What follows belongs to an exercise in optimizing a design on an open flow for small area and a short achievable clock period; a production flow would make more cautious choices. Where RTL was checked, it was by simulation tests only, not by an equivalence proof against the original. Only the layout flow was run in run 1; the RTL was not checked for function there.

==> flow/design.v (outline; a module is shown in full before it is edited, if it fits) <==
// module iir_fa: 4 lines
// module iir_ha: 4 lines
// module iir_gp: 4 lines
// module iir_g: 3 lines
// module iir_gpn: 4 lines
// module iir_gn: 3 lines
// module iir_gpi: 4 lines
// module iir_gi: 3 lines
// module iir_nor: 3 lines
// module iir_nand: 3 lines
// module iir_andn: 3 lines
// module iir_gpa: 4 lines
// module iir_ga: 3 lines
// module iir_mj: 3 lines
// module iir_mx: 3 lines
// module iir_fg: 6 lines
// module iir_an: 3 lines
// module iir_xo: 3 lines
// module iir_xn: 3 lines
// module iir_or: 3 lines
// module pipelined_iir: 11361 lines
module pipelined_iir(clk, reset, x, y);
  // ...
==> flow/flow/run.sh <==
#!/bin/bash
set -euo pipefail
export SETUP_SLACK_MARGIN=16
bash standard.sh MATCH_CELL_FOOTPRINT=0 IO_CONSTRAINTS=$PWD/flow/io.tcl  finish > standard.log 2>&1
==> flow/flow/io.tcl <==
# data pins in one ordered group on the bottom edge: y[i] next to the x bits that feed it most
set_io_pin_constraint -group -order -region bottom:* -pin_names {x[0] x[1] x[2] x[3] x[4] x[5] x[6] x[7] x[8] x[9] x[10] y[0] x[11] y[1] x[12] y[2] x[13] y[3] x[14] y[4] x[15] y[5] x[16] y[6] x[17] y[7] x[18] y[8] x[19] y[9] x[20] y[10] x[21] y[11] x[22] y[12] x[23] y[13] x[24] y[14] x[25] y[15] x[26] y[16] x[27] y[17] x[28] y[18] x[29] y[19] x[30] y[20] x[31] y[21] y[22] y[23] y[24] y[25] y[26] y[27] y[28] y[29] y[30] y[31]}
==> flow/standard.sh <==
#!/bin/bash
# synth_recipe.tcl (not shown) runs the flow's synth.tcl, then flattens the netlist and writes it again
# the make line also repeats each setting of config.mk as NAME=value (left out here)
make -C /OpenROAD-flow-scripts/flow DESIGN_CONFIG=/design/flow/config.mk WORK_HOME=/design/flow/orfs CLKGATE_MAP_FILE= SYNTH_SCRIPT=/design/flow/synth_recipe.tcl "${@:-finish}"
==> flow/config.mk <==
export PLATFORM = sky130hd
export DESIGN_NAME = pipelined_iir
export DESIGN_NICKNAME = pipelined_iir
export VERILOG_FILES = /design/flow/design.v
export SDC_FILE = /design/flow/constraint.sdc
export NUM_CORES = 8
export LEC_CHECK = 0
export CAP_MARGIN = 40
export CORE_MARGIN = 2
export CORE_UTILIZATION = 60
export PLACE_DENSITY = 0.8
export SLEW_MARGIN = 40
export SYNTH_HIERARCHICAL = 1
export SYNTH_MINIMUM_KEEP_SIZE = 0
export TNS_END_PERCENT = 0
==> flow/constraint.sdc <==
create_clock -name core_clock -period 32.0 [get_ports {clk}]
set_input_delay 6.4000 -clock core_clock [delete_from_list [all_inputs] [get_ports {clk}]]
set_output_delay 6.4000 -clock core_clock [all_outputs]
set_load 0.01 [all_outputs]
==> reports/summary.json, run 1 <==
{
  "setup_repair_after_global_routing_missed_its_margin": "yes",
  "cp_num_buf_inv": 4,
  "dpl.cell_count": 14600,
  "rows": 181,
  "netlist_top_cells_count": "4841 x fa_1, 1935 x inv_1, 829 x dfxtp_1, 788 x ha_1, 549 x nand2_1",
  "fp.dieH_um": 497.4,
  "outcome": "complete, no violations",
  "synth_mux_area_frac": 0,
  "postSynthRegisterBits": 829,
  "synth_area_in_compound_gates": 0.04082,
  "synthAdderAreaFrac": 0.7310,
  "rrSetupSlack_ns": 16.47,
  "vias_per_cell": 6.613,
  "number_of_antenna_violations_at_the_first_check_in_global_routing": 50,
  "layout.filler_cells": 17010,
  "global_route_wire_length_before_repair_um": 830000,
  "fin_crit_ns": 16.75,
  "met2_wirelength_um": 239800,
  "layout-area-overhead-vs-synth_pct": 10.58,
  "final_common_cell": "fa_1",
  "synthSimpleGateAreaFrac": 0.04359,
  "vias": 98890,
  "hold_path.class": "reg -> reg",
  "synth_edf_count": 0
}
==> inputs of run 2 (changes only) <==
--- a/flow/design.v
+++ b/flow/design.v
@@ -9982,249 +9982,249 @@
   wire n14945 = ~(n14496 ^ n14881);
   wire n14946 = ~(n14498 ^ n14882);
   wire n14947 = n14500 ^ n14883;
   wire n14948 = n14502 ^ n14884;
   wire n14949 = ~(n14504 ^ n14885);
   wire n14950 = n14506 ^ n14886;
   wire n14951 = ~(n14508 ^ n14887);
   wire n14952 = ~(n14510 ^ n14888);
-  wire n14953, n14954; iir_fa un14953 (.a(s1[15]), .b(x[0]), .c(x[12]), .s(n14953), .co(n14954));
-  wire n14955, n14956; iir_fa un14955 (.a(x[14]), .b(x[2]), .c(x[7]), .s(n14955), .co(n14956));
-  wire n14957, n14958; iir_fa un14957 (.a(s1[16]), .b(x[0]), .c(x[13]), .s(n14957), .co(n14958));
-  wire n14959, n14960; iir_fa un14959 (.a(x[15]), .b(x[1]), .c(x[3]), .s(n14959), .co(n14960));
-  wire n14961, n14962; iir_fa un14961 (.a(s1[17]), .b(x[10]), .c(x[14]), .s(n14961), .co(n14962));
-  wire n14963, n14964; iir_fa un14963 (.a(x[16]), .b(x[1]), .c(x[2]), .s(n14963), .co(n14964));
-  wire n14965, n14966; iir_fa un14965 (.a(s1[18]), .b(x[10]), .c(x[11]), .s(n14965), .co(n14966));
-  wire n14967, n14968; iir_fa un14967 (.a(x[15]), .b(x[17]), .c(x[2]), .s(n14967), .co(n14968));
-  wire n14969, n14970; iir_fa un14969 (.a(s1[19]), .b(x[0]), .c(x[11]), .s(n14969), .co(n14970));
-  wire n14971, n14972; iir_fa un14971 (.a(x[12]), .b(x[16]), .c(x[18]), .s(n14971), .co(n14972));
-  wire n14973, n14974; iir_fa un14973 (.a(x[3]), .b(x[4]), .c(x[6]), .s(n14973), .co(n14974));
-  wire n14975, n14976; iir_fa un14975 (.a(s1[20]), .b(x[12]), .c(x[13]), .s(n14975), .co(n14976));
-  wire n14977, n14978; iir_fa un14977 (.a(x[17]), .b(x[19]), .c(x[1]), .s(n14977), .co(n14978));
-  wire n14979, n14980; iir_fa un14979 (.a(x[4]), .b(x[5]), .c(x[7]), .s(n14979), .co(n14980));
-  wire n14981, n14982; iir_fa un14981 (.a(s1[21]), .b(x[13]), .c(x[14]), .s(n14981), .co(n14982));
-  wire n14983, n14984; iir_fa un14983 (.a(x[18]), .b(x[20]), .c(x[2]), .s(n14983), .co(n14984));
-  wire n14985, n14986; iir_fa un14985 (.a(x[5]), .b(x[6]), .c(x[8]), .s(n14985), .co(n14986));
-  wire n14987, n14988; iir_fa un14987 (.a(s1[22]), .b(x[14]), .c(x[15]), .s(n14987), .co(n14988));
-  wire n14989, n14990; iir_fa un14989 (.a(x[19]), .b(x[21]), .c(x[3]), .s(n14989), .co(n14990));
-  wire n14991, n14992; iir_fa un14991 (.a(x[6]), .b(x[7]), .c(x[9]), .s(n14991), .co(n14992));
-  wire n14993, n14994; iir_fa un14993 (.a(s1[23]), .b(x[10]), .c(x[15]), .s(n14993), .co(n14994));
-  wire n14995, n14996; iir_fa un14995 (.a(x[16]), .b(x[20]), .c(x[22]), .s(n14995), .co(n14996));
-  wire n14997, n14998; iir_fa un14997 (.a(x[4]), .b(x[7]), .c(x[8]), .s(n14997), .co(n14998));
-  wire n14999, n15000; iir_fa un14999 (.a(s1[24]), .b(x[11]), .c(x[16]), .s(n14999), .co(n15000));
-  wire n15001, n15002; iir_fa un15001 (.a(x[17]), .b(x[21]), .c(x[23]), .s(n15001), .co(n15002));
-  wire n15003, n15004; iir_fa un15003 (.a(x[5]), .b(x[8]), .c(x[9]), .s(n15003), .co(n15004));
-  wire n15005, n15006; iir_fa un15005 (.a(s1[25]), .b(x[10]), .c(x[12]), .s(n15005), .co(n15006));
-  wire n15007, n15008; iir_fa un15007 (.a(x[17]), .b(x[18]), .c(x[22]), .s(n15007), .co(n15008));
-  wire n15009, n15010; iir_fa un15009 (.a(x[24]), .b(x[6]), .c(x[9]), .s(n15009), .co(n15010));
-  wire n15011, n15012; iir_fa un15011 (.a(s1[26]), .b(x[10]), .c(x[11]), .s(n15011), .co(n15012));
-  wire n15013, n15014; iir_fa un15013 (.a(x[13]), .b(x[18]), .c(x[19]), .s(n15013), .co(n15014));
-  wire n15015, n15016; iir_fa un15015 (.a(x[23]), .b(x[25]), .c(x[7]), .s(n15015), .co(n15016));
-  wire n15017, n15018; iir_fa un15017 (.a(s1[27]), .b(x[11]), .c(x[12]), .s(n15017), .co(n15018));
-  wire n15019, n15020; iir_fa un15019 (.a(x[14]), .b(x[19]), .c(x[20]), .s(n15019), .co(n15020));
-  wire n15021, n15022; iir_fa un15021 (.a(x[24]), .b(x[26]), .c(x[8]), .s(n15021), .co(n15022));
-  wire n15023, n15024; iir_fa un15023 (.a(s1[28]), .b(x[12]), .c(x[13]), .s(n15023), .co(n15024));
-  wire n15025, n15026; iir_fa un15025 (.a(x[15]), .b(x[20]), .c(x[21]), .s(n15025), .co(n15026));
-  wire n15027, n15028; iir_fa un15027 (.a(x[25]), .b(x[27]), .c(x[9]), .s(n15027), .co(n15028));
-  wire n15029, n15030; iir_fa un15029 (.a(s1[29]), .b(x[10]), .c(x[13]), .s(n15029), .co(n15030));
-  wire n15031, n15032; iir_fa un15031 (.a(x[14]), .b(x[16]), .c(x[21]), .s(n15031), .co(n15032));
-  wire n15033, n15034; iir_fa un15033 (.a(x[22]), .b(x[26]), .c(x[28]), .s(n15033), .co(n15034));
-  wire n15035, n15036; iir_fa un15035 (.a(s1[30]), .b(x[11]), .c(x[14]), .s(n15035), .co(n15036));
-  wire n15037, n15038; iir_fa un15037 (.a(x[15]), .b(x[17]), .c(x[22]), .s(n15037), .co(n15038));
-  wire n15039, n15040; iir_fa un15039 (.a(x[23]), .b(x[27]), .c(x[29]), .s(n15039), .co(n15040));
-  wire n15041, n15042; iir_fa un15041 (.a(s1[31]), .b(x[12]), .c(x[15]), .s(n15041), .co(n15042));
-  wire n15043, n15044; iir_fa un15043 (.a(x[16]), .b(x[18]), .c(x[23]), .s(n15043), .co(n15044));
-  wire n15045, n15046; iir_fa un15045 (.a(x[24]), .b(x[28]), .c(x[30]), .s(n15045), .co(n15046));
-  wire n15047, n15048; iir_fa un15047 (.a(s1[32]), .b(x[13]), .c(x[16]), .s(n15047), .co(n15048));
-  wire n15049, n15050; iir_fa un15049 (.a(x[17]), .b(x[19]), .c(x[24]), .s(n15049), .co(n15050));
+  wire n14953, n14954; iir_fg un14953 (.a(s1[15]), .b(x[0]), .c(x[12]), .s(n14953), .co(n14954));
+  wire n14955, n14956; iir_fg un14955 (.a(x[14]), .b(x[2]), .c(x[7]), .s(n14955), .co(n14956));
+  wire n14957, n14958; iir_fg un14957 (.a(s1[16]), .b(x[0]), .c(x[13]), .s(n14957), .co(n14958));
+  wire n14959, n14960; iir_fg un14959 (.a(x[15]), .b(x[1]), .c(x[3]), .s(n14959), .co(n14960));
+  wire n14961, n14962; iir_fg un14961 (.a(s1[17]), .b(x[10]), .c(x[14]), .s(n14961), .co(n14962));
+  wire n14963, n14964; iir_fg un14963 (.a(x[16]), .b(x[1]), .c(x[2]), .s(n14963), .co(n14964));
+  wire n14965, n14966; iir_fg un14965 (.a(s1[18]), .b(x[10]), .c(x[11]), .s(n14965), .co(n14966));
+  wire n14967, n14968; iir_fg un14967 (.a(x[15]), .b(x[17]), .c(x[2]), .s(n14967), .co(n14968));
+  wire n14969, n14970; iir_fg un14969 (.a(s1[19]), .b(x[0]), .c(x[11]), .s(n14969), .co(n14970));
+  wire n14971, n14972; iir_fg un14971 (.a(x[12]), .b(x[16]), .c(x[18]), .s(n14971), .co(n14972));
+  wire n14973, n14974; iir_fg un14973 (.a(x[3]), .b(x[4]), .c(x[6]), .s(n14973), .co(n14974));
+  wire n14975, n14976; iir_fg un14975 (.a(s1[20]), .b(x[12]), .c(x[13]), .s(n14975), .co(n14976));
+  wire n14977, n14978; iir_fg un14977 (.a(x[17]), .b(x[19]), .c(x[1]), .s(n14977), .co(n14978));
+  wire n14979, n14980; iir_fg un14979 (.a(x[4]), .b(x[5]), .c(x[7]), .s(n14979), .co(n14980));
+  wire n14981, n14982; iir_fg un14981 (.a(s1[21]), .b(x[13]), .c(x[14]), .s(n14981), .co(n14982));
+  wire n14983, n14984; iir_fg un14983 (.a(x[18]), .b(x[20]), .c(x[2]), .s(n14983), .co(n14984));
+  wire n14985, n14986; iir_fg un14985 (.a(x[5]), .b(x[6]), .c(x[8]), .s(n14985), .co(n14986));
+  wire n14987, n14988; iir_fg un14987 (.a(s1[22]), .b(x[14]), .c(x[15]), .s(n14987), .co(n14988));
+  wire n14989, n14990; iir_fg un14989 (.a(x[19]), .b(x[21]), .c(x[3]), .s(n14989), .co(n14990));
+  wire n14991, n14992; iir_fg un14991 (.a(x[6]), .b(x[7]), .c(x[9]), .s(n14991), .co(n14992));
+  wire n14993, n14994; iir_fg un14993 (.a(s1[23]), .b(x[10]), .c(x[15]), .s(n14993), .co(n14994));
+  wire n14995, n14996; iir_fg un14995 (.a(x[16]), .b(x[20]), .c(x[22]), .s(n14995), .co(n14996));
+  wire n14997, n14998; iir_fg un14997 (.a(x[4]), .b(x[7]), .c(x[8]), .s(n14997), .co(n14998));
+  wire n14999, n15000; iir_fg un14999 (.a(s1[24]), .b(x[11]), .c(x[16]), .s(n14999), .co(n15000));
+  wire n15001, n15002; iir_fg un15001 (.a(x[17]), .b(x[21]), .c(x[23]), .s(n15001), .co(n15002));
+  wire n15003, n15004; iir_fg un15003 (.a(x[5]), .b(x[8]), .c(x[9]), .s(n15003), .co(n15004));
+  wire n15005, n15006; iir_fg un15005 (.a(s1[25]), .b(x[10]), .c(x[12]), .s(n15005), .co(n15006));
+  wire n15007, n15008; iir_fg un15007 (.a(x[17]), .b(x[18]), .c(x[22]), .s(n15007), .co(n15008));
+  wire n15009, n15010; iir_fg un15009 (.a(x[24]), .b(x[6]), .c(x[9]), .s(n15009), .co(n15010));
+  wire n15011, n15012; iir_fg un15011 (.a(s1[26]), .b(x[10]), .c(x[11]), .s(n15011), .co(n15012));
+  wire n15013, n15014; iir_fg un15013 (.a(x[13]), .b(x[18]), .c(x[19]), .s(n15013), .co(n15014));
+  wire n15015, n15016; iir_fg un15015 (.a(x[23]), .b(x[25]), .c(x[7]), .s(n15015), .co(n15016));
+  wire n15017, n15018; iir_fg un15017 (.a(s1[27]), .b(x[11]), .c(x[12]), .s(n15017), .co(n15018));
+  wire n15019, n15020; iir_fg un15019 (.a(x[14]), .b(x[19]), .c(x[20]), .s(n15019), .co(n15020));
+  wire n15021, n15022; iir_fg un15021 (.a(x[24]), .b(x[26]), .c(x[8]), .s(n15021), .co(n15022));
+  wire n15023, n15024; iir_fg un15023 (.a(s1[28]), .b(x[12]), .c(x[13]), .s(n15023), .co(n15024));
+  wire n15025, n15026; iir_fg un15025 (.a(x[15]), .b(x[20]), .c(x[21]), .s(n15025), .co(n15026));
+  wire n15027, n15028; iir_fg un15027 (.a(x[25]), .b(x[27]), .c(x[9]), .s(n15027), .co(n15028));
+  wire n15029, n15030; iir_fg un15029 (.a(s1[29]), .b(x[10]), .c(x[13]), .s(n15029), .co(n15030));
+  wire n15031, n15032; iir_fg un15031 (.a(x[14]), .b(x[16]), .c(x[21]), .s(n15031), .co(n15032));
+  wire n15033, n15034; iir_fg un15033 (.a(x[22]), .b(x[26]), .c(x[28]), .s(n15033), .co(n15034));
+  wire n15035, n15036; iir_fg un15035 (.a(s1[30]), .b(x[11]), .c(x[14]), .s(n15035), .co(n15036));
+  wire n15037, n15038; iir_fg un15037 (.a(x[15]), .b(x[17]), .c(x[22]), .s(n15037), .co(n15038));
+  wire n15039, n15040; iir_fg un15039 (.a(x[23]), .b(x[27]), .c(x[29]), .s(n15039), .co(n15040));
+  wire n15041, n15042; iir_fg un15041 (.a(s1[31]), .b(x[12]), .c(x[15]), .s(n15041), .co(n15042));
+  wire n15043, n15044; iir_fg un15043 (.a(x[16]), .b(x[18]), .c(x[23]), .s(n15043), .co(n15044));
+  wire n15045, n15046; iir_fg un15045 (.a(x[24]), .b(x[28]), .c(x[30]), .s(n15045), .co(n15046));
+  wire n15047, n15048; iir_fg un15047 (.a(s1[32]), .b(x[13]), .c(x[16]), .s(n15047), .co(n15048));
+  wire n15049, n15050; iir_fg un15049 (.a(x[17]), .b(x[19]), .c(x[24]), .s(n15049), .co(n15050));
   wire n15051 = ~x[31];
-  wire n15052, n15053; iir_fa un15052 (.a(x[25]), .b(x[29]), .c(n15051), .s(n15052), .co(n15053));
-  wire n15054, n15055; iir_fa un15054 (.a(s1[33]), .b(x[14]), .c(x[17]), .s(n15054), .co(n15055));
-  wire n15056, n15057; iir_fa un15056 (.a(x[18]), .b(x[20]), .c(x[25]), .s(n15056), .co(n15057));
+  wire n15052, n15053; iir_fg un15052 (.a(x[25]), .b(x[29]), .c(n15051), .s(n15052), .co(n15053));
+  wire n15054, n15055; iir_fg un15054 (.a(s1[33]), .b(x[14]), .c(x[17]), .s(n15054), .co(n15055));
+  wire n15056, n15057; iir_fg un15056 (.a(x[18]), .b(x[20]), .c(x[25]), .s(n15056), .co(n15057));
   wire n15058, n15059; iir_ha un15058 (.a(x[26]), .b(x[30]), .s(n15058), .co(n15059));
-  wire n15060, n15061; iir_fa un15060 (.a(s1[34]), .b(x[15]), .c(x[18]), .s(n15060), .co(n15061));
-  wire n15062, n15063; iir_fa un15062 (.a(x[19]), .b(x[21]), .c(x[26]), .s(n15062), .co(n15063));
+  wire n15060, n15061; iir_fg un15060 (.a(s1[34]), .b(x[15]), .c(x[18]), .s(n15060), .co(n15061));
+  wire n15062, n15063; iir_fg un15062 (.a(x[19]), .b(x[21]), .c(x[26]), .s(n15062), .co(n15063));
   wire n15064 = ~x[27];
   wire n15065, n15066; iir_xn un15065 (.a(n15064), .b(x[31]), .y(n15065)); iir_or vn15065 (.a(n15064), .b(x[31]), .y(n15066));
-  wire n15067, n15068; iir_fa un15067 (.a(s1[35]), .b(x[16]), .c(x[19]), .s(n15067), .co(n15068));
-  wire n15069, n15070; iir_fa un15069 (.a(x[20]), .b(x[22]), .c(x[27]), .s(n15069), .co(n15070));
-  wire n15071, n15072; iir_fa un15071 (.a(s1[36]), .b(x[17]), .c(x[20]), .s(n15071), .co(n15072));
-  wire n15073, n15074; iir_fa un15073 (.a(x[21]), .b(x[23]), .c(x[28]), .s(n15073), .co(n15074));
-  wire n15075, n15076; iir_fa un15075 (.a(s1[37]), .b(x[18]), .c(x[21]), .s(n15075), .co(n15076));
-  wire n15077, n15078; iir_fa un15077 (.a(x[22]), .b(x[24]), .c(x[29]), .s(n15077), .co(n15078));
-  wire n15079, n15080; iir_fa un15079 (.a(s1[38]), .b(x[19]), .c(x[22]), .s(n15079), .co(n15080));
-  wire n15081, n15082; iir_fa un15081 (.a(x[23]), .b(x[25]), .c(x[30]), .s(n15081), .co(n15082));
-  wire n15083, n15084; iir_fa un15083 (.a(s1[39]), .b(x[20]), .c(x[23]), .s(n15083), .co(n15084));
-  wire n15085, n15086; iir_fa un15085 (.a(s1[8]), .b(x[0]), .c(x[1]), .s(n15085), .co(n15086));
-  wire n15087, n15088; iir_fa un15087 (.a(s1[9]), .b(x[1]), .c(x[2]), .s(n15087), .co(n15088));
-  wire n15089, n15090; iir_fa un15089 (.a(s1[10]), .b(x[2]), .c(x[3]), .s(n15089), .co(n15090));
-  wire n15091, n15092; iir_fa un15091 (.a(s1[11]), .b(x[10]), .c(x[3]), .s(n15091), .co(n15092));
-  wire n15093, n15094; iir_fa un15093 (.a(s1[12]), .b(x[11]), .c(x[4]), .s(n15093), .co(n15094));
-  wire n15095, n15096; iir_fa un15095 (.a(s1[13]), .b(x[0]), .c(x[10]), .s(n15095), .co(n15096));
-  wire n15097, n15098; iir_fa un15097 (.a(x[12]), .b(x[5]), .c(x[6]), .s(n15097), .co(n15098));
-  wire n15099, n15100; iir_fa un15099 (.a(s1[14]), .b(x[11]), .c(x[13]), .s(n15099), .co(n15100));
-  wire n15101, n15102; iir_fa un15101 (.a(x[1]), .b(x[6]), .c(x[7]), .s(n15101), .co(n15102));
-  wire n15103, n15104; iir_fa un15103 (.a(x[8]), .b(n14953), .c(n14955), .s(n15103), .co(n15104));
-  wire n15105, n15106; iir_fa un15105 (.a(x[8]), .b(x[9]), .c(n14954), .s(n15105), .co(n15106));
-  wire n15107, n15108; iir_fa un15107 (.a(n14956), .b(n14957), .c(n14959), .s(n15107), .co(n15108));
-  wire n15109, n15110; iir_fa un15109 (.a(x[4]), .b(x[9]), .c(n14958), .s(n15109), .co(n15110));
-  wire n15111, n15112; iir_fa un15111 (.a(n14960), .b(n14961), .c(n14963), .s(n15111), .co(n15112));
-  wire n15113, n15114; iir_fa un15113 (.a(x[3]), .b(x[5]), .c(n14962), .s(n15113), .co(n15114));
-  wire n15115, n15116; iir_fa un15115 (.a(n14964), .b(n14965), .c(n14967), .s(n15115), .co(n15116));
-  wire n15117, n15118; iir_fa un15117 (.a(n14966), .b(n14968), .c(n14969), .s(n15117), .co(n15118));
+  wire n15067, n15068; iir_fg un15067 (.a(s1[35]), .b(x[16]), .c(x[19]), .s(n15067), .co(n15068));
+  wire n15069, n15070; iir_fg un15069 (.a(x[20]), .b(x[22]), .c(x[27]), .s(n15069), .co(n15070));
+  wire n15071, n15072; iir_fg un15071 (.a(s1[36]), .b(x[17]), .c(x[20]), .s(n15071), .co(n15072));
+  wire n15073, n15074; iir_fg un15073 (.a(x[21]), .b(x[23]), .c(x[28]), .s(n15073), .co(n15074));
+  wire n15075, n15076; iir_fg un15075 (.a(s1[37]), .b(x[18]), .c(x[21]), .s(n15075), .co(n15076));
+  wire n15077, n15078; iir_fg un15077 (.a(x[22]), .b(x[24]), .c(x[29]), .s(n15077), .co(n15078));
+  wire n15079, n15080; iir_fg un15079 (.a(s1[38]), .b(x[19]), .c(x[22]), .s(n15079), .co(n15080));
+  wire n15081, n15082; iir_fg un15081 (.a(x[23]), .b(x[25]), .c(x[30]), .s(n15081), .co(n15082));
+  wire n15083, n15084; iir_fg un15083 (.a(s1[39]), .b(x[20]), .c(x[23]), .s(n15083), .co(n15084));
+  wire n15085, n15086; iir_fg un15085 (.a(s1[8]), .b(x[0]), .c(x[1]), .s(n15085), .co(n15086));
+  wire n15087, n15088; iir_fg un15087 (.a(s1[9]), .b(x[1]), .c(x[2]), .s(n15087), .co(n15088));
+  wire n15089, n15090; iir_fg un15089 (.a(s1[10]), .b(x[2]), .c(x[3]), .s(n15089), .co(n15090));
+  wire n15091, n15092; iir_fg un15091 (.a(s1[11]), .b(x[10]), .c(x[3]), .s(n15091), .co(n15092));
+  wire n15093, n15094; iir_fg un15093 (.a(s1[12]), .b(x[11]), .c(x[4]), .s(n15093), .co(n15094));
+  wire n15095, n15096; iir_fg un15095 (.a(s1[13]), .b(x[0]), .c(x[10]), .s(n15095), .co(n15096));
+  wire n15097, n15098; iir_fg un15097 (.a(x[12]), .b(x[5]), .c(x[6]), .s(n15097), .co(n15098));
+  wire n15099, n15100; iir_fg un15099 (.a(s1[14]), .b(x[11]), .c(x[13]), .s(n15099), .co(n15100));
+  wire n15101, n15102; iir_fg un15101 (.a(x[1]), .b(x[6]), .c(x[7]), .s(n15101), .co(n15102));
+  wire n15103, n15104; iir_fg un15103 (.a(x[8]), .b(n14953), .c(n14955), .s(n15103), .co(n15104));
+  wire n15105, n15106; iir_fg un15105 (.a(x[8]), .b(x[9]), .c(n14954), .s(n15105), .co(n15106));
+  wire n15107, n15108; iir_fg un15107 (.a(n14956), .b(n14957), .c(n14959), .s(n15107), .co(n15108));
+  wire n15109, n15110; iir_fg un15109 (.a(x[4]), .b(x[9]), .c(n14958), .s(n15109), .co(n15110));
+  wire n15111, n15112; iir_fg un15111 (.a(n14960), .b(n14961), .c(n14963), .s(n15111), .co(n15112));
+  wire n15113, n15114; iir_fg un15113 (.a(x[3]), .b(x[5]), .c(n14962), .s(n15113), .co(n15114));
+  wire n15115, n15116; iir_fg un15115 (.a(n14964), .b(n14965), .c(n14967), .s(n15115), .co(n15116));
+  wire n15117, n15118; iir_fg un15117 (.a(n14966), .b(n14968), .c(n14969), .s(n15117), .co(n15118));
   wire n15119, n15120; iir_ha un15119 (.a(n14971), .b(n14973), .s(n15119), .co(n15120));
-  wire n15121, n15122; iir_fa un15121 (.a(n14970), .b(n14972), .c(n14974), .s(n15121), .co(n15122));
-  wire n15123, n15124; iir_fa un15123 (.a(n14975), .b(n14977), .c(n14979), .s(n15123), .co(n15124));
-  wire n15125, n15126; iir_fa un15125 (.a(n14976), .b(n14978), .c(n14980), .s(n15125), .co(n15126));
-  wire n15127, n15128; iir_fa un15127 (.a(n14981), .b(n14983), .c(n14985), .s(n15127), .co(n15128));
-  wire n15129, n15130; iir_fa un15129 (.a(n14982), .b(n14984), .c(n14986), .s(n15129), .co(n15130));
-  wire n15131, n15132; iir_fa un15131 (.a(n14987), .b(n14989), .c(n14991), .s(n15131), .co(n15132));
-  wire n15133, n15134; iir_fa un15133 (.a(n14988), .b(n14990), .c(n14992), .s(n15133), .co(n15134));
-  wire n15135, n15136; iir_fa un15135 (.a(n14993), .b(n14995), .c(n14997), .s(n15135), .co(n15136));
-  wire n15137, n15138; iir_fa un15137 (.a(n14994), .b(n14996), .c(n14998), .s(n15137), .co(n15138));
-  wire n15139, n15140; iir_fa un15139 (.a(n14999), .b(n15001), .c(n15003), .s(n15139), .co(n15140));
-  wire n15141, n15142; iir_fa un15141 (.a(n15000), .b(n15002), .c(n15004), .s(n15141), .co(n15142));
-  wire n15143, n15144; iir_fa un15143 (.a(n15005), .b(n15007), .c(n15009), .s(n15143), .co(n15144));
-  wire n15145, n15146; iir_fa un15145 (.a(n15006), .b(n15008), .c(n15010), .s(n15145), .co(n15146));
-  wire n15147, n15148; iir_fa un15147 (.a(n15011), .b(n15013), .c(n15015), .s(n15147), .co(n15148));
-  wire n15149, n15150; iir_fa un15149 (.a(n15012), .b(n15014), .c(n15016), .s(n15149), .co(n15150));
-  wire n15151, n15152; iir_fa un15151 (.a(n15017), .b(n15019), .c(n15021), .s(n15151), .co(n15152));
-  wire n15153, n15154; iir_fa un15153 (.a(n15018), .b(n15020), .c(n15022), .s(n15153), .co(n15154));
-  wire n15155, n15156; iir_fa un15155 (.a(n15023), .b(n15025), .c(n15027), .s(n15155), .co(n15156));
-  wire n15157, n15158; iir_fa un15157 (.a(n15024), .b(n15026), .c(n15028), .s(n15157), .co(n15158));
-  wire n15159, n15160; iir_fa un15159 (.a(n15029), .b(n15031), .c(n15033), .s(n15159), .co(n15160));
-  wire n15161, n15162; iir_fa un15161 (.a(n15030), .b(n15032), .c(n15034), .s(n15161), .co(n15162));
-  wire n15163, n15164; iir_fa un15163 (.a(n15035), .b(n15037), .c(n15039), .s(n15163), .co(n15164));
-  wire n15165, n15166; iir_fa un15165 (.a(n15036), .b(n15038), .c(n15040), .s(n15165), .co(n15166));
-  wire n15167, n15168; iir_fa un15167 (.a(n15041), .b(n15043), .c(n15045), .s(n15167), .co(n15168));
-  wire n15169, n15170; iir_fa un15169 (.a(n15042), .b(n15044), .c(n15046), .s(n15169), .co(n15170));
-  wire n15171, n15172; iir_fa un15171 (.a(n15047), .b(n15049), .c(n15052), .s(n15171), .co(n15172));
-  wire n15173, n15174; iir_fa un15173 (.a(n15048), .b(n15050), .c(n15058), .s(n15173), .co(n15174));
-  wire n15175, n15176; iir_fa un15175 (.a(n15053), .b(n15054), .c(n15056), .s(n15175), .co(n15176));
-  wire n15177, n15178; iir_fa un15177 (.a(n15055), .b(n15057), .c(n15059), .s(n15177), .co(n15178));
+  wire n15121, n15122; iir_fg un15121 (.a(n14970), .b(n14972), .c(n14974), .s(n15121), .co(n15122));
+  wire n15123, n15124; iir_fg un15123 (.a(n14975), .b(n14977), .c(n14979), .s(n15123), .co(n15124));
+  wire n15125, n15126; iir_fg un15125 (.a(n14976), .b(n14978), .c(n14980), .s(n15125), .co(n15126));
+  wire n15127, n15128; iir_fg un15127 (.a(n14981), .b(n14983), .c(n14985), .s(n15127), .co(n15128));
+  wire n15129, n15130; iir_fg un15129 (.a(n14982), .b(n14984), .c(n14986), .s(n15129), .co(n15130));
+  wire n15131, n15132; iir_fg un15131 (.a(n14987), .b(n14989), .c(n14991), .s(n15131), .co(n15132));
+  wire n15133, n15134; iir_fg un15133 (.a(n14988), .b(n14990), .c(n14992), .s(n15133), .co(n15134));
+  wire n15135, n15136; iir_fg un15135 (.a(n14993), .b(n14995), .c(n14997), .s(n15135), .co(n15136));
+  wire n15137, n15138; iir_fg un15137 (.a(n14994), .b(n14996), .c(n14998), .s(n15137), .co(n15138));
+  wire n15139, n15140; iir_fg un15139 (.a(n14999), .b(n15001), .c(n15003), .s(n15139), .co(n15140));
+  wire n15141, n15142; iir_fg un15141 (.a(n15000), .b(n15002), .c(n15004), .s(n15141), .co(n15142));
+  wire n15143, n15144; iir_fg un15143 (.a(n15005), .b(n15007), .c(n15009), .s(n15143), .co(n15144));
+  wire n15145, n15146; iir_fg un15145 (.a(n15006), .b(n15008), .c(n15010), .s(n15145), .co(n15146));
+  wire n15147, n15148; iir_fg un15147 (.a(n15011), .b(n15013), .c(n15015), .s(n15147), .co(n15148));
+  wire n15149, n15150; iir_fg un15149 (.a(n15012), .b(n15014), .c(n15016), .s(n15149), .co(n15150));
+  wire n15151, n15152; iir_fg un15151 (.a(n15017), .b(n15019), .c(n15021), .s(n15151), .co(n15152));
+  wire n15153, n15154; iir_fg un15153 (.a(n15018), .b(n15020), .c(n15022), .s(n15153), .co(n15154));
+  wire n15155, n15156; iir_fg un15155 (.a(n15023), .b(n15025), .c(n15027), .s(n15155), .co(n15156));
+  wire n15157, n15158; iir_fg un15157 (.a(n15024), .b(n15026), .c(n15028), .s(n15157), .co(n15158));
+  wire n15159, n15160; iir_fg un15159 (.a(n15029), .b(n15031), .c(n15033), .s(n15159), .co(n15160));
+  wire n15161, n15162; iir_fg un15161 (.a(n15030), .b(n15032), .c(n15034), .s(n15161), .co(n15162));
+  wire n15163, n15164; iir_fg un15163 (.a(n15035), .b(n15037), .c(n15039), .s(n15163), .co(n15164));
+  wire n15165, n15166; iir_fg un15165 (.a(n15036), .b(n15038), .c(n15040), .s(n15165), .co(n15166));
+  wire n15167, n15168; iir_fg un15167 (.a(n15041), .b(n15043), .c(n15045), .s(n15167), .co(n15168));
+  wire n15169, n15170; iir_fg un15169 (.a(n15042), .b(n15044), .c(n15046), .s(n15169), .co(n15170));
+  wire n15171, n15172; iir_fg un15171 (.a(n15047), .b(n15049), .c(n15052), .s(n15171), .co(n15172));
+  wire n15173, n15174; iir_fg un15173 (.a(n15048), .b(n15050), .c(n15058), .s(n15173), .co(n15174));
+  wire n15175, n15176; iir_fg un15175 (.a(n15053), .b(n15054), .c(n15056), .s(n15175), .co(n15176));
+  wire n15177, n15178; iir_fg un15177 (.a(n15055), .b(n15057), .c(n15059), .s(n15177), .co(n15178));
   wire n15179 = ~n15065;
-  wire n15180, n15181; iir_fa un15180 (.a(n15179), .b(n15060), .c(n15062), .s(n15180), .co(n15181));
-  wire n15182, n15183; iir_fa un15182 (.a(x[28]), .b(n15061), .c(n15063), .s(n15182), .co(n15183));
+  wire n15180, n15181; iir_fg un15180 (.a(n15179), .b(n15060), .c(n15062), .s(n15180), .co(n15181));
+  wire n15182, n15183; iir_fg un15182 (.a(x[28]), .b(n15061), .c(n15063), .s(n15182), .co(n15183));
   wire n15184 = ~n15066;
-  wire n15185, n15186; iir_fa un15185 (.a(n15184), .b(n15067), .c(n15069), .s(n15185), .co(n15186));
-  wire n15187, n15188; iir_fa un15187 (.a(x[29]), .b(n15068), .c(n15070), .s(n15187), .co(n15188));
+  wire n15185, n15186; iir_fg un15185 (.a(n15184), .b(n15067), .c(n15069), .s(n15185), .co(n15186));
+  wire n15187, n15188; iir_fg un15187 (.a(x[29]), .b(n15068), .c(n15070), .s(n15187), .co(n15188));
   wire n15189, n15190; iir_ha un15189 (.a(n15071), .b(n15073), .s(n15189), .co(n15190));
-  wire n15191, n15192; iir_fa un15191 (.a(x[30]), .b(n15072), .c(n15074), .s(n15191), .co(n15192));
+  wire n15191, n15192; iir_fg un15191 (.a(x[30]), .b(n15072), .c(n15074), .s(n15191), .co(n15192));
   wire n15193, n15194; iir_ha un15193 (.a(n15075), .b(n15077), .s(n15193), .co(n15194));
-  wire n15195, n15196; iir_fa un15195 (.a(n15076), .b(n15078), .c(n15079), .s(n15195), .co(n15196));
+  wire n15195, n15196; iir_fg un15195 (.a(n15076), .b(n15078), .c(n15079), .s(n15195), .co(n15196));
   wire n15197 = ~x[31];
   wire n15198, n15199; iir_ha un15198 (.a(n15197), .b(n15081), .s(n15198), .co(n15199));
-  wire n15200, n15201; iir_fa un15200 (.a(x[24]), .b(x[26]), .c(n15080), .s(n15200), .co(n15201));
+  wire n15200, n15201; iir_fg un15200 (.a(x[24]), .b(x[26]), .c(n15080), .s(n15200), .co(n15201));
   wire n15202 = ~x[31];
-  wire n15203, n15204; iir_fa un15203 (.a(n15202), .b(n15082), .c(n15083), .s(n15203), .co(n15204));
-  wire n15205, n15206; iir_fa un15205 (.a(s1[40]), .b(x[21]), .c(x[24]), .s(n15205), .co(n15206));
-  wire n15207, n15208; iir_fa un15207 (.a(x[25]), .b(x[27]), .c(n15084), .s(n15207), .co(n15208));
-  wire n15209, n15210; iir_fa un15209 (.a(s1[41]), .b(x[22]), .c(x[25]), .s(n15209), .co(n15210));
+  wire n15203, n15204; iir_fg un15203 (.a(n15202), .b(n15082), .c(n15083), .s(n15203), .co(n15204));
+  wire n15205, n15206; iir_fg un15205 (.a(s1[40]), .b(x[21]), .c(x[24]), .s(n15205), .co(n15206));
+  wire n15207, n15208; iir_fg un15207 (.a(x[25]), .b(x[27]), .c(n15084), .s(n15207), .co(n15208));
+  wire n15209, n15210; iir_fg un15209 (.a(s1[41]), .b(x[22]), .c(x[25]), .s(n15209), .co(n15210));
   wire n15211, n15212; iir_ha un15211 (.a(x[26]), .b(x[28]), .s(n15211), .co(n15212));
-  wire n15213, n15214; iir_fa un15213 (.a(s1[42]), .b(x[23]), .c(x[26]), .s(n15213), .co(n15214));
+  wire n15213, n15214; iir_fg un15213 (.a(s1[42]), .b(x[23]), .c(x[26]), .s(n15213), .co(n15214));
   wire n15215, n15216; iir_ha un15215 (.a(x[27]), .b(x[29]), .s(n15215), .co(n15216));
-  wire n15217, n15218; iir_fa un15217 (.a(s1[43]), .b(x[24]), .c(x[27]), .s(n15217), .co(n15218));
+  wire n15217, n15218; iir_fg un15217 (.a(s1[43]), .b(x[24]), .c(x[27]), .s(n15217), .co(n15218));
   wire n15219, n15220; iir_ha un15219 (.a(x[28]), .b(x[30]), .s(n15219), .co(n15220));
-  wire n15221, n15222; iir_fa un15221 (.a(s1[44]), .b(x[25]), .c(x[28]), .s(n15221), .co(n15222));
+  wire n15221, n15222; iir_fg un15221 (.a(s1[44]), .b(x[25]), .c(x[28]), .s(n15221), .co(n15222));
   wire n15223 = ~x[29];
   wire n15224, n15225; iir_xn un15224 (.a(n15223), .b(x[31]), .y(n15224)); iir_or vn15224 (.a(n15223), .b(x[31]), .y(n15225));
-  wire n15226, n15227; iir_fa un15226 (.a(s1[45]), .b(x[26]), .c(x[29]), .s(n15226), .co(n15227));
-  wire n15228, n15229; iir_fa un15228 (.a(s1[46]), .b(x[27]), .c(x[30]), .s(n15228), .co(n15229));
-  wire n15230, n15231; iir_fa un15230 (.a(s1[7]), .b(x[0]), .c(x[4]), .s(n15230), .co(n15231));
-  wire n15232, n15233; iir_fa un15232 (.a(x[5]), .b(x[7]), .c(n15085), .s(n15232), .co(n15233));
-  wire n15234, n15235; iir_fa un15234 (.a(x[6]), .b(x[8]), .c(n15086), .s(n15234), .co(n15235));
-  wire n15236, n15237; iir_fa un15236 (.a(x[7]), .b(x[9]), .c(n15088), .s(n15236), .co(n15237));
-  wire n15238, n15239; iir_fa un15238 (.a(x[4]), .b(x[8]), .c(n15090), .s(n15238), .co(n15239));
-  wire n15240, n15241; iir_fa un15240 (.a(x[5]), .b(x[9]), .c(n15092), .s(n15240), .co(n15241));
-  wire n15242, n15243; iir_fa un15242 (.a(n15094), .b(n15095), .c(n15097), .s(n15242), .co(n15243));
-  wire n15244, n15245; iir_fa un15244 (.a(n15096), .b(n15098), .c(n15099), .s(n15244), .co(n15245));
-  wire n15246, n15247; iir_fa un15246 (.a(n15100), .b(n15102), .c(n15103), .s(n15246), .co(n15247));
-  wire n15248, n15249; iir_fa un15248 (.a(n15104), .b(n15105), .c(n15107), .s(n15248), .co(n15249));
-  wire n15250, n15251; iir_fa un15250 (.a(n15106), .b(n15108), .c(n15109), .s(n15250), .co(n15251));
-  wire n15252, n15253; iir_fa un15252 (.a(n15110), .b(n15112), .c(n15113), .s(n15252), .co(n15253));
-  wire n15254, n15255; iir_fa un15254 (.a(n15114), .b(n15116), .c(n15119), .s(n15254), .co(n15255));
-  wire n15256, n15257; iir_fa un15256 (.a(n15118), .b(n15120), .c(n15121), .s(n15256), .co(n15257));
-  wire n15258, n15259; iir_fa un15258 (.a(n15122), .b(n15124), .c(n15125), .s(n15258), .co(n15259));
-  wire n15260, n15261; iir_fa un15260 (.a(n15126), .b(n15128), .c(n15129), .s(n15260), .co(n15261));
-  wire n15262, n15263; iir_fa un15262 (.a(n15130), .b(n15132), .c(n15133), .s(n15262), .co(n15263));
-  wire n15264, n15265; iir_fa un15264 (.a(n15134), .b(n15136), .c(n15137), .s(n15264), .co(n15265));
-  wire n15266, n15267; iir_fa un15266 (.a(n15138), .b(n15140), .c(n15141), .s(n15266), .co(n15267));
-  wire n15268, n15269; iir_fa un15268 (.a(n15142), .b(n15144), .c(n15145), .s(n15268), .co(n15269));
-  wire n15270, n15271; iir_fa un15270 (.a(n15146), .b(n15148), .c(n15149), .s(n15270), .co(n15271));
-  wire n15272, n15273; iir_fa un15272 (.a(n15150), .b(n15152), .c(n15153), .s(n15272), .co(n15273));
-  wire n15274, n15275; iir_fa un15274 (.a(n15154), .b(n15156), .c(n15157), .s(n15274), .co(n15275));
-  wire n15276, n15277; iir_fa un15276 (.a(n15158), .b(n15160), .c(n15161), .s(n15276), .co(n15277));
-  wire n15278, n15279; iir_fa un15278 (.a(n15162), .b(n15164), .c(n15165), .s(n15278), .co(n15279));
-  wire n15280, n15281; iir_fa un15280 (.a(n15166), .b(n15168), .c(n15169), .s(n15280), .co(n15281));
-  wire n15282, n15283; iir_fa un15282 (.a(n15170), .b(n15173), .c(n15172), .s(n15282), .co(n15283));
-  wire n15284, n15285; iir_fa un15284 (.a(n15174), .b(n15176), .c(n15177), .s(n15284), .co(n15285));
-  wire n15286, n15287; iir_fa un15286 (.a(n15178), .b(n15182), .c(n15181), .s(n15286), .co(n15287));
-  wire n15288, n15289; iir_fa un15288 (.a(n15183), .b(n15187), .c(n15189), .s(n15288), .co(n15289));
-  wire n15290, n15291; iir_fa un15290 (.a(n15188), .b(n15190), .c(n15191), .s(n15290), .co(n15291));
-  wire n15292, n15293; iir_fa un15292 (.a(n15192), .b(n15194), .c(n15198), .s(n15292), .co(n15293));
-  wire n15294, n15295; iir_fa un15294 (.a(n15196), .b(n15199), .c(n15200), .s(n15294), .co(n15295));
-  wire n15296, n15297; iir_fa un15296 (.a(n15205), .b(n15201), .c(n15204), .s(n15296), .co(n15297));
-  wire n15298, n15299; iir_fa un15298 (.a(n15206), .b(n15211), .c(n15209), .s(n15298), .co(n15299));
-  wire n15300, n15301; iir_fa un15300 (.a(n15210), .b(n15212), .c(n15215), .s(n15300), .co(n15301));
-  wire n15302, n15303; iir_fa un15302 (.a(n15214), .b(n15216), .c(n15219), .s(n15302), .co(n15303));
-  wire n15304, n15305; iir_fa un15304 (.a(n15218), .b(n15220), .c(n15221), .s(n15304), .co(n15305));
-  wire n15306, n15307; iir_fa un15306 (.a(x[30]), .b(n15222), .c(n15226), .s(n15306), .co(n15307));
+  wire n15226, n15227; iir_fg un15226 (.a(s1[45]), .b(x[26]), .c(x[29]), .s(n15226), .co(n15227));
+  wire n15228, n15229; iir_fg un15228 (.a(s1[46]), .b(x[27]), .c(x[30]), .s(n15228), .co(n15229));
+  wire n15230, n15231; iir_fg un15230 (.a(s1[7]), .b(x[0]), .c(x[4]), .s(n15230), .co(n15231));
+  wire n15232, n15233; iir_fg un15232 (.a(x[5]), .b(x[7]), .c(n15085), .s(n15232), .co(n15233));
+  wire n15234, n15235; iir_fg un15234 (.a(x[6]), .b(x[8]), .c(n15086), .s(n15234), .co(n15235));
+  wire n15236, n15237; iir_fg un15236 (.a(x[7]), .b(x[9]), .c(n15088), .s(n15236), .co(n15237));
+  wire n15238, n15239; iir_fg un15238 (.a(x[4]), .b(x[8]), .c(n15090), .s(n15238), .co(n15239));
+  wire n15240, n15241; iir_fg un15240 (.a(x[5]), .b(x[9]), .c(n15092), .s(n15240), .co(n15241));
+  wire n15242, n15243; iir_fg un15242 (.a(n15094), .b(n15095), .c(n15097), .s(n15242), .co(n15243));
+  wire n15244, n15245; iir_fg un15244 (.a(n15096), .b(n15098), .c(n15099), .s(n15244), .co(n15245));
+  wire n15246, n15247; iir_fg un15246 (.a(n15100), .b(n15102), .c(n15103), .s(n15246), .co(n15247));
+  wire n15248, n15249; iir_fg un15248 (.a(n15104), .b(n15105), .c(n15107), .s(n15248), .co(n15249));
+  wire n15250, n15251; iir_fg un15250 (.a(n15106), .b(n15108), .c(n15109), .s(n15250), .co(n15251));
+  wire n15252, n15253; iir_fg un15252 (.a(n15110), .b(n15112), .c(n15113), .s(n15252), .co(n15253));
+  wire n15254, n15255; iir_fg un15254 (.a(n15114), .b(n15116), .c(n15119), .s(n15254), .co(n15255));
+  wire n15256, n15257; iir_fg un15256 (.a(n15118), .b(n15120), .c(n15121), .s(n15256), .co(n15257));
+  wire n15258, n15259; iir_fg un15258 (.a(n15122), .b(n15124), .c(n15125), .s(n15258), .co(n15259));
+  wire n15260, n15261; iir_fg un15260 (.a(n15126), .b(n15128), .c(n15129), .s(n15260), .co(n15261));
+  wire n15262, n15263; iir_fg un15262 (.a(n15130), .b(n15132), .c(n15133), .s(n15262), .co(n15263));
+  wire n15264, n15265; iir_fg un15264 (.a(n15134), .b(n15136), .c(n15137), .s(n15264), .co(n15265));
+  wire n15266, n15267; iir_fg un15266 (.a(n15138), .b(n15140), .c(n15141), .s(n15266), .co(n15267));
+  wire n15268, n15269; iir_fg un15268 (.a(n15142), .b(n15144), .c(n15145), .s(n15268), .co(n15269));
+  wire n15270, n15271; iir_fg un15270 (.a(n15146), .b(n15148), .c(n15149), .s(n15270), .co(n15271));
+  wire n15272, n15273; iir_fg un15272 (.a(n15150), .b(n15152), .c(n15153), .s(n15272), .co(n15273));
+  wire n15274, n15275; iir_fg un15274 (.a(n15154), .b(n15156), .c(n15157), .s(n15274), .co(n15275));
+  wire n15276, n15277; iir_fg un15276 (.a(n15158), .b(n15160), .c(n15161), .s(n15276), .co(n15277));
+  wire n15278, n15279; iir_fg un15278 (.a(n15162), .b(n15164), .c(n15165), .s(n15278), .co(n15279));
+  wire n15280, n15281; iir_fg un15280 (.a(n15166), .b(n15168), .c(n15169), .s(n15280), .co(n15281));
+  wire n15282, n15283; iir_fg un15282 (.a(n15170), .b(n15173), .c(n15172), .s(n15282), .co(n15283));
+  wire n15284, n15285; iir_fg un15284 (.a(n15174), .b(n15176), .c(n15177), .s(n15284), .co(n15285));
+  wire n15286, n15287; iir_fg un15286 (.a(n15178), .b(n15182), .c(n15181), .s(n15286), .co(n15287));
+  wire n15288, n15289; iir_fg un15288 (.a(n15183), .b(n15187), .c(n15189), .s(n15288), .co(n15289));
+  wire n15290, n15291; iir_fg un15290 (.a(n15188), .b(n15190), .c(n15191), .s(n15290), .co(n15291));
+  wire n15292, n15293; iir_fg un15292 (.a(n15192), .b(n15194), .c(n15198), .s(n15292), .co(n15293));
+  wire n15294, n15295; iir_fg un15294 (.a(n15196), .b(n15199), .c(n15200), .s(n15294), .co(n15295));
+  wire n15296, n15297; iir_fg un15296 (.a(n15205), .b(n15201), .c(n15204), .s(n15296), .co(n15297));
+  wire n15298, n15299; iir_fg un15298 (.a(n15206), .b(n15211), .c(n15209), .s(n15298), .co(n15299));
+  wire n15300, n15301; iir_fg un15300 (.a(n15210), .b(n15212), .c(n15215), .s(n15300), .co(n15301));
+  wire n15302, n15303; iir_fg un15302 (.a(n15214), .b(n15216), .c(n15219), .s(n15302), .co(n15303));
+  wire n15304, n15305; iir_fg un15304 (.a(n15218), .b(n15220), .c(n15221), .s(n15304), .co(n15305));
+  wire n15306, n15307; iir_fg un15306 (.a(x[30]), .b(n15222), .c(n15226), .s(n15306), .co(n15307));
   wire n15308 = ~x[31];
-  wire n15309, n15310; iir_fa un15309 (.a(n15308), .b(n15227), .c(n15228), .s(n15309), .co(n15310));
-  wire n15311, n15312; iir_fa un15311 (.a(s1[47]), .b(x[28]), .c(n15229), .s(n15311), .co(n15312));
-  wire n15313, n15314; iir_fa un15313 (.a(s1[3]), .b(x[0]), .c(x[2]), .s(n15313), .co(n15314));
-  wire n15315, n15316; iir_fa un15315 (.a(s1[4]), .b(x[1]), .c(x[3]), .s(n15315), .co(n15316));
-  wire n15317, n15318; iir_fa un15317 (.a(s1[5]), .b(x[2]), .c(x[4]), .s(n15317), .co(n15318));
-  wire n15319, n15320; iir_fa un15319 (.a(s1[6]), .b(x[3]), .c(x[5]), .s(n15319), .co(n15320));
+  wire n15309, n15310; iir_fg un15309 (.a(n15308), .b(n15227), .c(n15228), .s(n15309), .co(n15310));
+  wire n15311, n15312; iir_fg un15311 (.a(s1[47]), .b(x[28]), .c(n15229), .s(n15311), .co(n15312));
+  wire n15313, n15314; iir_fg un15313 (.a(s1[3]), .b(x[0]), .c(x[2]), .s(n15313), .co(n15314));
+  wire n15315, n15316; iir_fg un15315 (.a(s1[4]), .b(x[1]), .c(x[3]), .s(n15315), .co(n15316));
+  wire n15317, n15318; iir_fg un15317 (.a(s1[5]), .b(x[2]), .c(x[4]), .s(n15317), .co(n15318));
+  wire n15319, n15320; iir_fg un15319 (.a(s1[6]), .b(x[3]), .c(x[5]), .s(n15319), .co(n15320));
   wire n15321, n15322; iir_ha un15321 (.a(x[6]), .b(n15230), .s(n15321), .co(n15322));
   wire n15323, n15324; iir_ha un15323 (.a(n15231), .b(n15232), .s(n15323), .co(n15324));
-  wire n15325, n15326; iir_fa un15325 (.a(n15087), .b(n15233), .c(n15234), .s(n15325), .co(n15326));
-  wire n15327, n15328; iir_fa un15327 (.a(n15089), .b(n15235), .c(n15236), .s(n15327), .co(n15328));
-  wire n15329, n15330; iir_fa un15329 (.a(n15091), .b(n15237), .c(n15238), .s(n15329), .co(n15330));
-  wire n15331, n15332; iir_fa un15331 (.a(n15093), .b(n15239), .c(n15240), .s(n15331), .co(n15332));
+  wire n15325, n15326; iir_fg un15325 (.a(n15087), .b(n15233), .c(n15234), .s(n15325), .co(n15326));
+  wire n15327, n15328; iir_fg un15327 (.a(n15089), .b(n15235), .c(n15236), .s(n15327), .co(n15328));
+  wire n15329, n15330; iir_fg un15329 (.a(n15091), .b(n15237), .c(n15238), .s(n15329), .co(n15330));
+  wire n15331, n15332; iir_fg un15331 (.a(n15093), .b(n15239), .c(n15240), .s(n15331), .co(n15332));
   wire n15333, n15334; iir_ha un15333 (.a(n15241), .b(n15242), .s(n15333), .co(n15334));
-  wire n15335, n15336; iir_fa un15335 (.a(n15101), .b(n15243), .c(n15244), .s(n15335), .co(n15336));
+  wire n15335, n15336; iir_fg un15335 (.a(n15101), .b(n15243), .c(n15244), .s(n15335), .co(n15336));
   wire n15337, n15338; iir_ha un15337 (.a(n15245), .b(n15246), .s(n15337), .co(n15338));
   wire n15339, n15340; iir_ha un15339 (.a(n15247), .b(n15248), .s(n15339), .co(n15340));
-  wire n15341, n15342; iir_fa un15341 (.a(n15111), .b(n15249), .c(n15250), .s(n15341), .co(n15342));
-  wire n15343, n15344; iir_fa un15343 (.a(n15115), .b(n15251), .c(n15252), .s(n15343), .co(n15344));
-  wire n15345, n15346; iir_fa un15345 (.a(n15117), .b(n15253), .c(n15254), .s(n15345), .co(n15346));
-  wire n15347, n15348; iir_fa un15347 (.a(n15123), .b(n15255), .c(n15256), .s(n15347), .co(n15348));
-  wire n15349, n15350; iir_fa un15349 (.a(n15127), .b(n15257), .c(n15258), .s(n15349), .co(n15350));
-  wire n15351, n15352; iir_fa un15351 (.a(n15131), .b(n15259), .c(n15260), .s(n15351), .co(n15352));
-  wire n15353, n15354; iir_fa un15353 (.a(n15135), .b(n15261), .c(n15262), .s(n15353), .co(n15354));
-  wire n15355, n15356; iir_fa un15355 (.a(n15139), .b(n15263), .c(n15264), .s(n15355), .co(n15356));
-  wire n15357, n15358; iir_fa un15357 (.a(n15143), .b(n15265), .c(n15266), .s(n15357), .co(n15358));
-  wire n15359, n15360; iir_fa un15359 (.a(n15147), .b(n15267), .c(n15268), .s(n15359), .co(n15360));
-  wire n15361, n15362; iir_fa un15361 (.a(n15151), .b(n15269), .c(n15270), .s(n15361), .co(n15362));
-  wire n15363, n15364; iir_fa un15363 (.a(n15155), .b(n15271), .c(n15272), .s(n15363), .co(n15364));
-  wire n15365, n15366; iir_fa un15365 (.a(n15159), .b(n15273), .c(n15274), .s(n15365), .co(n15366));
-  wire n15367, n15368; iir_fa un15367 (.a(n15163), .b(n15275), .c(n15276), .s(n15367), .co(n15368));
-  wire n15369, n15370; iir_fa un15369 (.a(n15167), .b(n15277), .c(n15278), .s(n15369), .co(n15370));
-  wire n15371, n15372; iir_fa un15371 (.a(n15171), .b(n15279), .c(n15280), .s(n15371), .co(n15372));
-  wire n15373, n15374; iir_fa un15373 (.a(n15175), .b(n15281), .c(n15282), .s(n15373), .co(n15374));
-  wire n15375, n15376; iir_fa un15375 (.a(n15180), .b(n15283), .c(n15284), .s(n15375), .co(n15376));
-  wire n15377, n15378; iir_fa un15377 (.a(n15185), .b(n15285), .c(n15286), .s(n15377), .co(n15378));
-  wire n15379, n15380; iir_fa un15379 (.a(n15186), .b(n15287), .c(n15288), .s(n15379), .co(n15380));
-  wire n15381, n15382; iir_fa un15381 (.a(n15193), .b(n15289), .c(n15290), .s(n15381), .co(n15382));
-  wire n15383, n15384; iir_fa un15383 (.a(n15195), .b(n15291), .c(n15292), .s(n15383), .co(n15384));
-  wire n15385, n15386; iir_fa un15385 (.a(n15203), .b(n15293), .c(n15294), .s(n15385), .co(n15386));
-  wire n15387, n15388; iir_fa un15387 (.a(n15207), .b(n15295), .c(n15296), .s(n15387), .co(n15388));
-  wire n15389, n15390; iir_fa un15389 (.a(n15208), .b(n15298), .c(n15297), .s(n15389), .co(n15390));
-  wire n15391, n15392; iir_fa un15391 (.a(n15213), .b(n15299), .c(n15300), .s(n15391), .co(n15392));
-  wire n15393, n15394; iir_fa un15393 (.a(n15217), .b(n15301), .c(n15302), .s(n15393), .co(n15394));
+  wire n15341, n15342; iir_fg un15341 (.a(n15111), .b(n15249), .c(n15250), .s(n15341), .co(n15342));
+  wire n15343, n15344; iir_fg un15343 (.a(n15115), .b(n15251), .c(n15252), .s(n15343), .co(n15344));
+  wire n15345, n15346; iir_fg un15345 (.a(n15117), .b(n15253), .c(n15254), .s(n15345), .co(n15346));
+  wire n15347, n15348; iir_fg un15347 (.a(n15123), .b(n15255), .c(n15256), .s(n15347), .co(n15348));
+  wire n15349, n15350; iir_fg un15349 (.a(n15127), .b(n15257), .c(n15258), .s(n15349), .co(n15350));
+  wire n15351, n15352; iir_fg un15351 (.a(n15131), .b(n15259), .c(n15260), .s(n15351), .co(n15352));
+  wire n15353, n15354; iir_fg un15353 (.a(n15135), .b(n15261), .c(n15262), .s(n15353), .co(n15354));
+  wire n15355, n15356; iir_fg un15355 (.a(n15139), .b(n15263), .c(n15264), .s(n15355), .co(n15356));
+  wire n15357, n15358; iir_fg un15357 (.a(n15143), .b(n15265), .c(n15266), .s(n15357), .co(n15358));
+  wire n15359, n15360; iir_fg un15359 (.a(n15147), .b(n15267), .c(n15268), .s(n15359), .co(n15360));
+  wire n15361, n15362; iir_fg un15361 (.a(n15151), .b(n15269), .c(n15270), .s(n15361), .co(n15362));
+  wire n15363, n15364; iir_fg un15363 (.a(n15155), .b(n15271), .c(n15272), .s(n15363), .co(n15364));
+  wire n15365, n15366; iir_fg un15365 (.a(n15159), .b(n15273), .c(n15274), .s(n15365), .co(n15366));
+  wire n15367, n15368; iir_fg un15367 (.a(n15163), .b(n15275), .c(n15276), .s(n15367), .co(n15368));
+  wire n15369, n15370; iir_fg un15369 (.a(n15167), .b(n15277), .c(n15278), .s(n15369), .co(n15370));
+  wire n15371, n15372; iir_fg un15371 (.a(n15171), .b(n15279), .c(n15280), .s(n15371), .co(n15372));
+  wire n15373, n15374; iir_fg un15373 (.a(n15175), .b(n15281), .c(n15282), .s(n15373), .co(n15374));
+  wire n15375, n15376; iir_fg un15375 (.a(n15180), .b(n15283), .c(n15284), .s(n15375), .co(n15376));
+  wire n15377, n15378; iir_fg un15377 (.a(n15185), .b(n15285), .c(n15286), .s(n15377), .co(n15378));
+  wire n15379, n15380; iir_fg un15379 (.a(n15186), .b(n15287), .c(n15288), .s(n15379), .co(n15380));
+  wire n15381, n15382; iir_fg un15381 (.a(n15193), .b(n15289), .c(n15290), .s(n15381), .co(n15382));
+  wire n15383, n15384; iir_fg un15383 (.a(n15195), .b(n15291), .c(n15292), .s(n15383), .co(n15384));
+  wire n15385, n15386; iir_fg un15385 (.a(n15203), .b(n15293), .c(n15294), .s(n15385), .co(n15386));
+  wire n15387, n15388; iir_fg un15387 (.a(n15207), .b(n15295), .c(n15296), .s(n15387), .co(n15388));
+  wire n15389, n15390; iir_fg un15389 (.a(n15208), .b(n15298), .c(n15297), .s(n15389), .co(n15390));
+  wire n15391, n15392; iir_fg un15391 (.a(n15213), .b(n15299), .c(n15300), .s(n15391), .co(n15392));
+  wire n15393, n15394; iir_fg un15393 (.a(n15217), .b(n15301), .c(n15302), .s(n15393), .co(n15394));
   wire n15395 = ~n15224;
-  wire n15396, n15397; iir_fa un15396 (.a(n15395), .b(n15303), .c(n15304), .s(n15396), .co(n15397));
+  wire n15396, n15397; iir_fg un15396 (.a(n15395), .b(n15303), .c(n15304), .s(n15396), .co(n15397));
   wire n15398 = ~n15225;
-  wire n15399, n15400; iir_fa un15399 (.a(n15398), .b(n15305), .c(n15306), .s(n15399), .co(n15400));
+  wire n15399, n15400; iir_fg un15399 (.a(n15398), .b(n15305), .c(n15306), .s(n15399), .co(n15400));
   wire n15401, n15402; iir_ha un15401 (.a(n15307), .b(n15309), .s(n15401), .co(n15402));
   wire n15403 = ~x[31];
-  wire n15404, n15405; iir_fa un15404 (.a(n15403), .b(n15310), .c(n15311), .s(n15404), .co(n15405));
-  wire n15406, n15407; iir_fa un15406 (.a(s1[48]), .b(x[29]), .c(n15312), .s(n15406), .co(n15407));
+  wire n15404, n15405; iir_fg un15404 (.a(n15403), .b(n15310), .c(n15311), .s(n15404), .co(n15405));
+  wire n15406, n15407; iir_fg un15406 (.a(s1[48]), .b(x[29]), .c(n15312), .s(n15406), .co(n15407));
   wire n15408, n15409; iir_ha un15408 (.a(s1[49]), .b(x[30]), .s(n15408), .co(n15409));
   wire n15410 = ~s1[50];
   wire n15411, n15412; iir_xn un15411 (.a(n15410), .b(x[31]), .y(n15411)); iir_or vn15411 (.a(n15410), .b(x[31]), .y(n15412));
   wire [63:0] ta = {s1[63], s1[62], s1[61], s1[60], s1[59], s1[58], s1[57], s1[56], s1[55], s1[54], s1[53], s1[52], s1[51], n15409, n15408, n15405, n15402, n15400, n15397, n15394, n15392, n15391, n15388, n15386, n15384, n15382, n15380, n15378, n15376, n15374, n15372, n15370, n15368, n15366, n15364, n15362, n15360, n15358, n15356, n15354, n15352, n15350, n15348, n15346, n15344, n15342, n15340, n15338, n15336, n15334, n15332, n15330, n15328, n15326, n15324, n15322, n15320, n15318, n15316, n15314, n15313, s1[2], s1[1], s1[0]};
   wire [63:0] tb = {1'b0, 1'b0, 1'b0, 1'b0, 1'b0, 1'b0, 1'b0, 1'b0, 1'b0, 1'b0, 1'b0, 1'b0, ~n15412, ~n15411, n15407, n15406, n15404, n15401, n15399, n15396, n15393, n15390, n15389, n15387, n15385, n15383, n15381, n15379, n15377, n15375, n15373, n15371, n15369, n15367, n15365, n15363, n15361, n15359, n15357, n15355, n15353, n15351, n15349, n15347, n15345, n15343, n15341, n15339, n15337, n15335, n15333, n15331, n15329, n15327, n15325, n15323, n15321, n15319, n15317, n15315, 1'b0, x[1], x[0], 1'b0};
   wire n115413, n115414; iir_ha un115413 (.a(ta[0]), .b(tb[0]), .s(n115413), .co(n115414));
   wire n115415, n115416; iir_ha un115415 (.a(ta[1]), .b(tb[1]), .s(n115415), .co(n115416));
   wire n115417, n115418; iir_ha un115417 (.a(ta[2]), .b(tb[2]), .s(n115417), .co(n115418));
==> run 2 against run 1 <==
Effect of this change:
- hold slack lost 0.0024 ns
- critical path depth rose by 3
- clock-buffer cell count shrank 6
- die area grew 1.2%
- sequential share of layout area decreased by 0.14 points
- via count is 2.1% higher
- design area is 1.4% higher
- register-to-register slack lost 0.21 ns
- clock skew about the same
- largest cell class unchanged
==> reports/summary.json, run 2 <==
{
  "outcome": "complete, no violations",
  "ctsHoldBuffers": 0,
  "netlist_top_cells_count": "4635 x fa_1, 1935 x inv_1, 829 x dfxtp_1, 788 x ha_1, 549 x nand2_1",
  "final_common_cell": "fa_1",
  "mappedNetlistArea_um2": 147900,
  "place_ws_ns": 13.45,
  "fin_crit": {"value": 16.52, "unit": "ns", "change": "-0.2372 ns"},
  "finalNetCount": 17510,
  "postSynthRegisterBits": {"value": 829, "change": "unchanged"},
  "total_die_area_um2": 250400,
  "critPathLaunchType": "primary input",
  "synth_edf_count": {"value": 0, "change": "unchanged"},
  "timing.critical_path.depth": 19,
  "via_count_of_the_first_global_routing_pass": 113600,
  "critPathMaxFanout": 8,
  "critPathCapture": "y[18]",
  "timing.final.max_slew_violations": 0,
  "synth_warnings": 7,
  "cts.path.max_buffers": 3,
  "main_area_contributors_after_synthesis": "fa_1 63%, dfxtp_1 11%, ha_1 6.7%",
  "dp_hpwl_um": 448200,
  "yosys.area.top_type": "fa_1",
  "residual_antenna_violating_net_count_after_detailed_routing": 0,
  "worst_r2r_endpoint": "w3[59]",
  "syn_area_per_cell_um2": 13.02,
  "synth-main-ff-cell": "dfxtp_1",
  "timing.slew.headroom": 0.2679,
  "cts_made_buffers": 111,
  "worst_path_most_repeated_cell": "xor2_1",
  "worstMarginPinSlew_ns": 1.098,
  "final.setup_skew_ns": 0.06638,
  "synth-seq-area-share": 0.1122,
  "global_route_wire_length_before_repair": {"value": 849200, "unit": "um", "change": "+2.3%"},
  "die_width_um": 500.4,
  "rows": {"value": 182, "change": "+0.55%"},
  "rrSetupSlack": {"value": 16.26, "unit": "ns", "change": "-0.21 ns"},
  "number_of_antenna_violations_at_the_first_check_in_global_routing": {"value": 43, "change": "-14%"},
  "worst_path_dominant_cell_family": "adder cells",
  "vias_per_cell": {"value": 6.554, "change": "-0.89%"},
  "layout-area-overhead-vs-synth_pct": 10.75,
  "synth.distinct_cells": 88,
  "tns_ns": 0,
  "layout.filler_cells": {"value": 17380, "change": "+2.2%"},
  "post-route-drc-count": 0,
  "setup_repair_after_global_routing_missed_its_margin": "yes",
  "fp.dieH": {"value": 500.4, "unit": "um", "change": "+0.61%"},
  "hold_path.class": "reg -> reg",
  "cp_num_buf_inv": {"value": 5, "change": "+1"},
  "vias": {"value": 101000, "change": "+2.1%"}
}
==> run 2: cell types whose count changed after synthesis, sizes merged <==
| cell | before | now |
|---|---|---|
| maj3 | 0 | 206 |
| xor2 | 124 | 536 |
| fa | 4841 | 4635 |
==> run 2: final cells by class <==
class	instances	area, um^2	area share
tap	3220	4029	0.02460
sequential	829	16650	0.1017
timing repair buffer	620	5443	0.03324
clock buffer	153	3217	0.01964
clock inverter	55	760.7	0.004646
inverter	1935	7276	0.04443
multi-input combinational	8558	126300	0.7712
antenna	36	90.09	0.0005501
==> run 2: worst reg2reg max path, delay by kind of cell, from the launching register on <==
| family | cells | cell delay (ns) |
|---|---|---|
| fa+ha+maj | 20 | 8.26 |
| flops | 1 | 0.80 |
| xor+xnor | 1 | 0.49 |
| compound gates | 11 | 3.26 |
| simple gates | 4 | 0.88 |
| buf+inv | 6 | 1.97 |
==> run 2: Yosys stat by module (local to each module, per instance), excerpt <==
module	flops+latches	area (um^2)	copies in the design
pipelined_iir	829	37650	1
iir_fa	0	20.02	4484
iir_andn	0	13.76	39
iir_gpa	0	13.76	15
iir_gpi	0	12.51	92
iir_ha	0	12.51	481
iir_xo	0	8.758	427
iir_gn	0	8.758	57
iir_xn	0	8.758	48
iir_g	0	7.507	4
iir_or	0	6.256	56
iir_gi	0	5.005	53
iir_nor	0	3.754	335
iir_nand	0	3.754	354
==> run 2: kinds of logic (layout without fill, tap and decap cells) <==
logic type | Yosys count | after routing | share of synthesized area
AO/OA/AOI/OAI | 792 | 792 | 0.04032
XOR/XNOR | 731 | 731 | 0.04330
adder cells (fa/ha/maj) | 5629 | 5629 | 0.7099
buffers and inverters | 1981 | 2763 | 0.05116
flip-flops | 829 | 829 | 0.1122
other | 1 | 51 | 0.00002536
AND/OR/NAND/NOR | 1391 | 1391 | 0.04305
==> run 2: what timing repair did <==
item                       CTS  global route
gates resized for setup    307            52
gates cloned                 9             4
setup buffers               58            33
setup endpoints to repair   55            32
pin swaps                   44            55
==> run 2: metrics by stage <==
| step | std cells | util | instance area [um^2] |
|---|---|---|---|
| finish | 15410 | 0.6671 | 163800 |
| global route | 15380 | 0.6668 | 163700 |
| CTS | 15330 | 0.6636 | 162900 |
| detailed placement | 15050 | 0.6403 | 157200 |
| global placement | 15050 | 0.6389 | 156800 |
| floorplan | 11370 | - | 147900 |
==> run 2: metal layers <==
layer / share of wire / GRT usage / vias to the layer above / wire [um]
met5: 0.0024 / 0.04862 / - / 1474
met4: 0.13 / 0.4452 / 49 / 75640
met3: 0.16 / 0.2623 / 3715 / 96520
met2: 0.41 / 0.6960 / 8682 / 249200
met1: 0.30 / 0.5578 / 52810 / 179100
li1: - / - / 35720 / -
==> run 2: worst min path at each step <==
stage	start	to	slack, ns
5_1_grt	w7[2]	w6[2]	0.38
3_5_place_dp	w8[0]	w7[0]	0.35
4_1_cts	w7[2]	w6[2]	0.37
2_1_floorplan	w4[0]	w3[0]	0.34
3_3_place_gp	w6[3]	w5[3]	0.35
6_report	w7[2]	w6[2]	0.36

## static timing again, ports no longer ideal
Ports are ideal in the flow. The routed layouts listed here were re-timed in OpenROAD. Step 1 sets driving cells, clkbuf_16 on the clock port and buf_2 on the other inputs (assumed; they add their load-dependent delay and slew). Step 2 moves the port delays by t, midway between the first and last clock arrival at a register: inputs arrive t later, outputs are due t later. That takes back most of the time a late clock gives input paths. a / b / c = ideal / step 1 / step 2; a / b = the first two.
run	shift t [ns]	setup slack, ns	worst setup path at the end	clock arrival spread, ns	cell pins on the clock port's net
run 1	0.948	15.248 / 15.172 / 15.172	input to output	0.069 / 0.069	1
run 2	0.957	15.485 / 15.452 / 15.452	input to output	0.069 / 0.068	1
After both steps setup and hold are still met in every run listed. The setup slack of run 1, which loses most, moves by -0.076 ns with the drivers and by -0.076 ns with both steps.
